This is an optimization exercise on Yosys and OpenROAD, whose aim is small area, a short achievable clock period and few clock cycles per item, not a production implementation.

==> job 674: inputs <==
==> flow/design.v (excerpt) <==
module matrix_multiplier_v2
# (
    parameter ADDR_WIDTH = 17,
    parameter DATA_WIDTH = 32
)
(
    input clk,
    input rst,
    input start,
    input [DATA_WIDTH - 1 : 0] x_data,
    input [DATA_WIDTH - 1 : 0] y_data,
    input [ADDR_WIDTH - 1 : 0] x_rows,
    input [ADDR_WIDTH - 1 : 0] y_cols,
    input [ADDR_WIDTH - 1 : 0] x_cols_y_rows,
    output reg [ADDR_WIDTH - 1 : 0] x_addr,
    output reg [ADDR_WIDTH - 1 : 0] y_addr,
    output reg [ADDR_WIDTH - 1 : 0] z_addr,
    output reg [DATA_WIDTH - 1 : 0] z_data,
    output reg z_wen,
    output reg busy
);
==> module matrix_multiplier_v2, before the edit <==
module matrix_multiplier_v2
# (
    parameter ADDR_WIDTH = 17,
    parameter DATA_WIDTH = 32
)
(
    input clk,
    input rst,
    input start,
    input [DATA_WIDTH - 1 : 0] x_data,
    input [DATA_WIDTH - 1 : 0] y_data,
    input [ADDR_WIDTH - 1 : 0] x_rows,
    input [ADDR_WIDTH - 1 : 0] y_cols,
    input [ADDR_WIDTH - 1 : 0] x_cols_y_rows,
    output reg [ADDR_WIDTH - 1 : 0] x_addr,
    output reg [ADDR_WIDTH - 1 : 0] y_addr,
    output reg [ADDR_WIDTH - 1 : 0] z_addr,
    output reg [DATA_WIDTH - 1 : 0] z_data,
    output reg z_wen,
    output reg busy
);
localparam AW = ADDR_WIDTH;
localparam DW = DATA_WIDTH;
localparam MW = 119;
localparam ND = 16;
reg          act;        
reg          kz;         
reg          k1, c1;     
reg          fst;        
reg          lk, lc, lr; 
reg [AW-1:0] kcnt;       
reg [AW-1:0] ccnt;       
reg [AW-1:0] rcnt;       
reg [AW-1:0] col;        
reg [AW-1:0] rowbase;    
wire [AW-1:0] col_inc = col + 1'b1;
wire [AW-1:0] x_inc   = x_addr + 1'b1;
always @(posedge clk) begin
    if (rst)
        act <= 1'b0;
    else if (start)
        act <= (x_rows != 0) && (y_cols != 0);
    else if (lk && lc && lr)
        act <= 1'b0;
end
always @(posedge clk) begin
    if (start) begin
        kz      <= (x_cols_y_rows == 0);
        k1      <= (x_cols_y_rows == 1);
        c1      <= (y_cols == 1);
        lk      <= (x_cols_y_rows == 0) || (x_cols_y_rows == 1);
        lc      <= (y_cols == 1);
        lr      <= (x_rows == 1);
        kcnt    <= x_cols_y_rows;
        ccnt    <= y_cols;
        rcnt    <= x_rows;
        col     <= {AW{1'b0}};
        rowbase <= {AW{1'b0}};
        x_addr  <= {AW{1'b0}};
        y_addr  <= {AW{1'b0}};
        fst     <= 1'b1;
    end else begin
        fst <= lk;
        if (!lk) begin
            kcnt   <= kcnt - 1'b1;
            lk     <= (kcnt == 2);
            x_addr <= x_inc;
            y_addr <= y_addr + y_cols;
        end else begin
            kcnt <= x_cols_y_rows;
            lk   <= kz | k1;
            if (!lc) begin
                ccnt   <= ccnt - 1'b1;
                lc     <= (ccnt == 2);
                col    <= col_inc;
                y_addr <= col_inc;
                x_addr <= rowbase;
            end else begin
                ccnt    <= y_cols;
                lc      <= c1;
                col     <= {AW{1'b0}};
                y_addr  <= {AW{1'b0}};
                rcnt    <= rcnt - 1'b1;
                lr      <= (rcnt == 2);
                rowbase <= x_inc;
                x_addr  <= x_inc;
            end
        end
    end
end
reg v1, f1, l1;                      
reg v2, f2, l2;                      
reg [DW-1:0] a_r;
reg [ND-1:0] one_r, two_r, neg_r;    
reg v3, f3, l3;                      
reg [MW-1:0] mid_r;
reg v4, l4;                          
reg [DW-1:0] acc_s, acc_c;
wire [MW-1:0] mid;
wire [DW-1:0] nxt_s, nxt_c;
mul_pp_tree mul_pp_tree
(
    .A(a_r),
    .ONE(one_r),
    .TWO(two_r),
    .NEG(neg_r),
    .MID(mid)
);
mac_tree mac_tree
(
    .MID(mid_r),
    .ACC(f3 ? {DW{1'b0}} : acc_s),
    .ACC2(f3 ? {DW{1'b0}} : acc_c),
    .S(nxt_s),
    .C(nxt_c)
);
always @(posedge clk) begin
    if (rst) begin
        v1 <= 1'b0; v2 <= 1'b0; v3 <= 1'b0; v4 <= 1'b0;
        z_wen <= 1'b0;
        busy  <= 1'b0;
    end else begin
        v1 <= act;
        v2 <= v1;
        v3 <= v2;
        v4 <= v3;
        z_wen <= v4 & l4;
        busy  <= (start & (x_rows != 0) & (y_cols != 0)) | act | v1 | v2 | v3 | v4;
    end
end
wire [DW:0] yb = {y_data, 1'b0};
integer i;
always @(posedge clk) begin
    for (i = 0; i < ND; i = i + 1) begin
        one_r[i] <= yb[2*i+1] ^ yb[2*i];
        two_r[i] <= (yb[2*i+2] ^ yb[2*i+1]) & ~(yb[2*i+1] ^ yb[2*i]);
        neg_r[i] <= yb[2*i+2] & ~(yb[2*i+1] & yb[2*i]);
    end
end
always @(posedge clk) begin
    f1 <= fst;    l1 <= lk;
    f2 <= f1;     l2 <= l1;
    f3 <= f2;     l3 <= l2;
    l4 <= l3;
    a_r <= kz ? {DW{1'b0}} : x_data;
    mid_r <= mid;
    acc_s <= nxt_s;
    acc_c <= nxt_c;
    z_data <= acc_s + acc_c;
end
always @(posedge clk) begin
    if (start)
        z_addr <= {AW{1'b0}};
    else if (z_wen)
        z_addr <= z_addr + 1'b1;
end
endmodule
export LEC_CHECK = 0
export CAP_MARGIN = 20
export CORE_MARGIN = 2
export CORE_UTILIZATION = 40
export SETUP_SLACK_MARGIN = 5
export SLEW_MARGIN = 20
export SYNTH_HIERARCHICAL = 1
export SYNTH_MINIMUM_KEEP_SIZE = 0
create_clock -name core_clock -period 8.5 [get_ports {clk}]
standard.sh (not shown) runs the stock make flow with config.mk's settings and CLKGATE_MAP_FILE= SYNTH_SCRIPT=/design/flow/synth_recipe.tcl, a recipe that flattens the netlist after the stock synthesis.
==> flow/flow/run.sh <==
#!/bin/bash
# The standard layout, with the ports buffered by a plain buffer
# instead of the delay cell buffer_ports picks by default.
set -euo pipefail
bash standard.sh "BUFFER_PORTS_ARGS=-buffer_cell sky130_fd_sc_hd__buf_2" finish > standard.log 2>&1
==> job 4341 (differences from job 674) <==
--- a/flow/design.v
+++ b/flow/design.v
@@ -925,7 +925,7 @@
 reg          fst;        
 reg          lk, lc, lr; 
 reg [AW-1:0] kcnt;       
-reg [AW-1:0] ccnt;       
+reg [AW-1:0] cm1;        
 reg [AW-1:0] rcnt;       
 reg [AW-1:0] col;        
 reg [AW-1:0] rowbase;    
@@ -948,7 +948,7 @@
         lc      <= (y_cols == 1);
         lr      <= (x_rows == 1);
         kcnt    <= x_cols_y_rows;
-        ccnt    <= y_cols;
+        cm1     <= y_cols - 1'b1;
         rcnt    <= x_rows;
         col     <= {AW{1'b0}};
         rowbase <= {AW{1'b0}};
@@ -961,18 +961,16 @@
             kcnt   <= kcnt - 1'b1;
             lk     <= (kcnt == 2);
             x_addr <= x_inc;
-            y_addr <= y_addr + y_cols;
+            y_addr <= y_addr + cm1 + 1'b1;
         end else begin
             kcnt <= x_cols_y_rows;
             lk   <= kz | k1;
             if (!lc) begin
-                ccnt   <= ccnt - 1'b1;
-                lc     <= (ccnt == 2);
+                lc     <= (col_inc == cm1);
                 col    <= col_inc;
                 y_addr <= col_inc;
                 x_addr <= rowbase;
             end else begin
-                ccnt    <= y_cols;
                 lc      <= c1;
                 col     <= {AW{1'b0}};
                 y_addr  <= {AW{1'b0}};
==> flow/flow/run.sh (replaced) <==
#!/bin/bash
# The standard layout, with the ports buffered by a plain buffer
# instead of the delay cell buffer_ports picks by default.
set -euo pipefail
bash standard.sh "BUFFER_PORTS_ARGS=-buffer_cell sky130_fd_sc_hd__buf_2" SETUP_SLACK_MARGIN=5.5 finish > standard.log 2>&1
CORE_UTILIZATION = 60   (was 40)
CTS_CLUSTER_DIAMETER = 100   (was default)
CTS_CLUSTER_SIZE = 20   (was default)
SETUP_SLACK_MARGIN = default   (was 5)
==> job 2211 (differences from job 674) <==
==> flow/flow/run.sh (replaced) <==
#!/bin/bash
# The standard layout, with the ports buffered by a plain buffer
# instead of the delay cell buffer_ports picks by default.
set -euo pipefail
bash standard.sh "BUFFER_PORTS_ARGS=-buffer_cell sky130_fd_sc_hd__buf_2" SETUP_SLACK_MARGIN=5.5 finish > standard.log 2>&1
==> flow_metrics.env <==
export IMPL_outcome="finished clean"
export IMPL_synth_xor_area_share_pct=13.8
export IMPL_syn_area_mm2=0.0285
export IMPL_seq_area_mm2=0.00958
export IMPL_power_mw=10.6
export IMPL_area_growth_pct=11.8
export IMPL_route_vias_total=19900
export IMPL_multi_input_gates=1886
That was job 2211.
==> flow_metrics.env <==
export IMPL_hold_depth=0
export IMPL_power_mw=10.3
export IMPL_synth_xor_area_share_pct=13.8
export IMPL_pg_comb_mw=4.82
export IMPL_route_vias_total=19400
export IMPL_outcome="finished clean"
export IMPL_area_growth_pct=7.27
export IMPL_synth_top_flop_cell="dfxtp_1"
export IMPL_multi_input_gates=1886
export IMPL_seq_area_mm2=0.00946
That was job 674.
==> flow_metrics.env <==
export IMPL_min_to="l2"
export IMPL_outcome="finished clean"
export IMPL_route_vias_total=19300
export IMPL_synth_xor_area_share_pct=14.2
export IMPL_cp_buffers_inverters=1
export IMPL_area_growth_pct=7.31
export IMPL_power_mw=9.30
export IMPL_crit_family="adder cells"
export IMPL_largestClassByArea="multi-input gates"
export IMPL_seq_area_mm2=0.00955
export IMPL_setup_ws_ps=5500
That was job 4341.
Function was not checked in any run of this note: the RTL went through the layout flow alone.

## re-timing with driven ports
The results above use ideal ports. As a check the final layouts listed here were re-extracted and re-timed, cells and wires unchanged. Step 1 assumes that a clkbuf_16 drives the clock port and a buf_2 every other input. Step 2 moves the port delays by t, midway between the first and last clock arrival at a register: inputs arrive t later, outputs are due t later. That takes back most of the time a late clock gives input paths. a / b / c = ideal / step 1 / step 2; a / b = the first two.
| run | t, ns | slack for setup (ns) | hold slack, ns | worst data-port slew with drivers (ns) |
|---|---|---|---|---|
| job 674 | 0.670 | 5.058 / 5.058 / 4.631 | 0.326 / 0.326 / 0.326 | 0.11 |
| job 4341 | 0.655 | 5.505 / 5.490 / 5.029 | 0.332 / 0.332 / 0.332 | 0.08 |
| job 2211 | 0.678 | 5.435 / 5.435 / 4.801 | 0.323 / 0.323 / 0.323 | 0.11 |
After both steps setup and hold are still met in every run listed. For job 2211, which loses most, drivers alone change the setup slack by 0.000 ns; drivers and shift together by -0.634 ns.
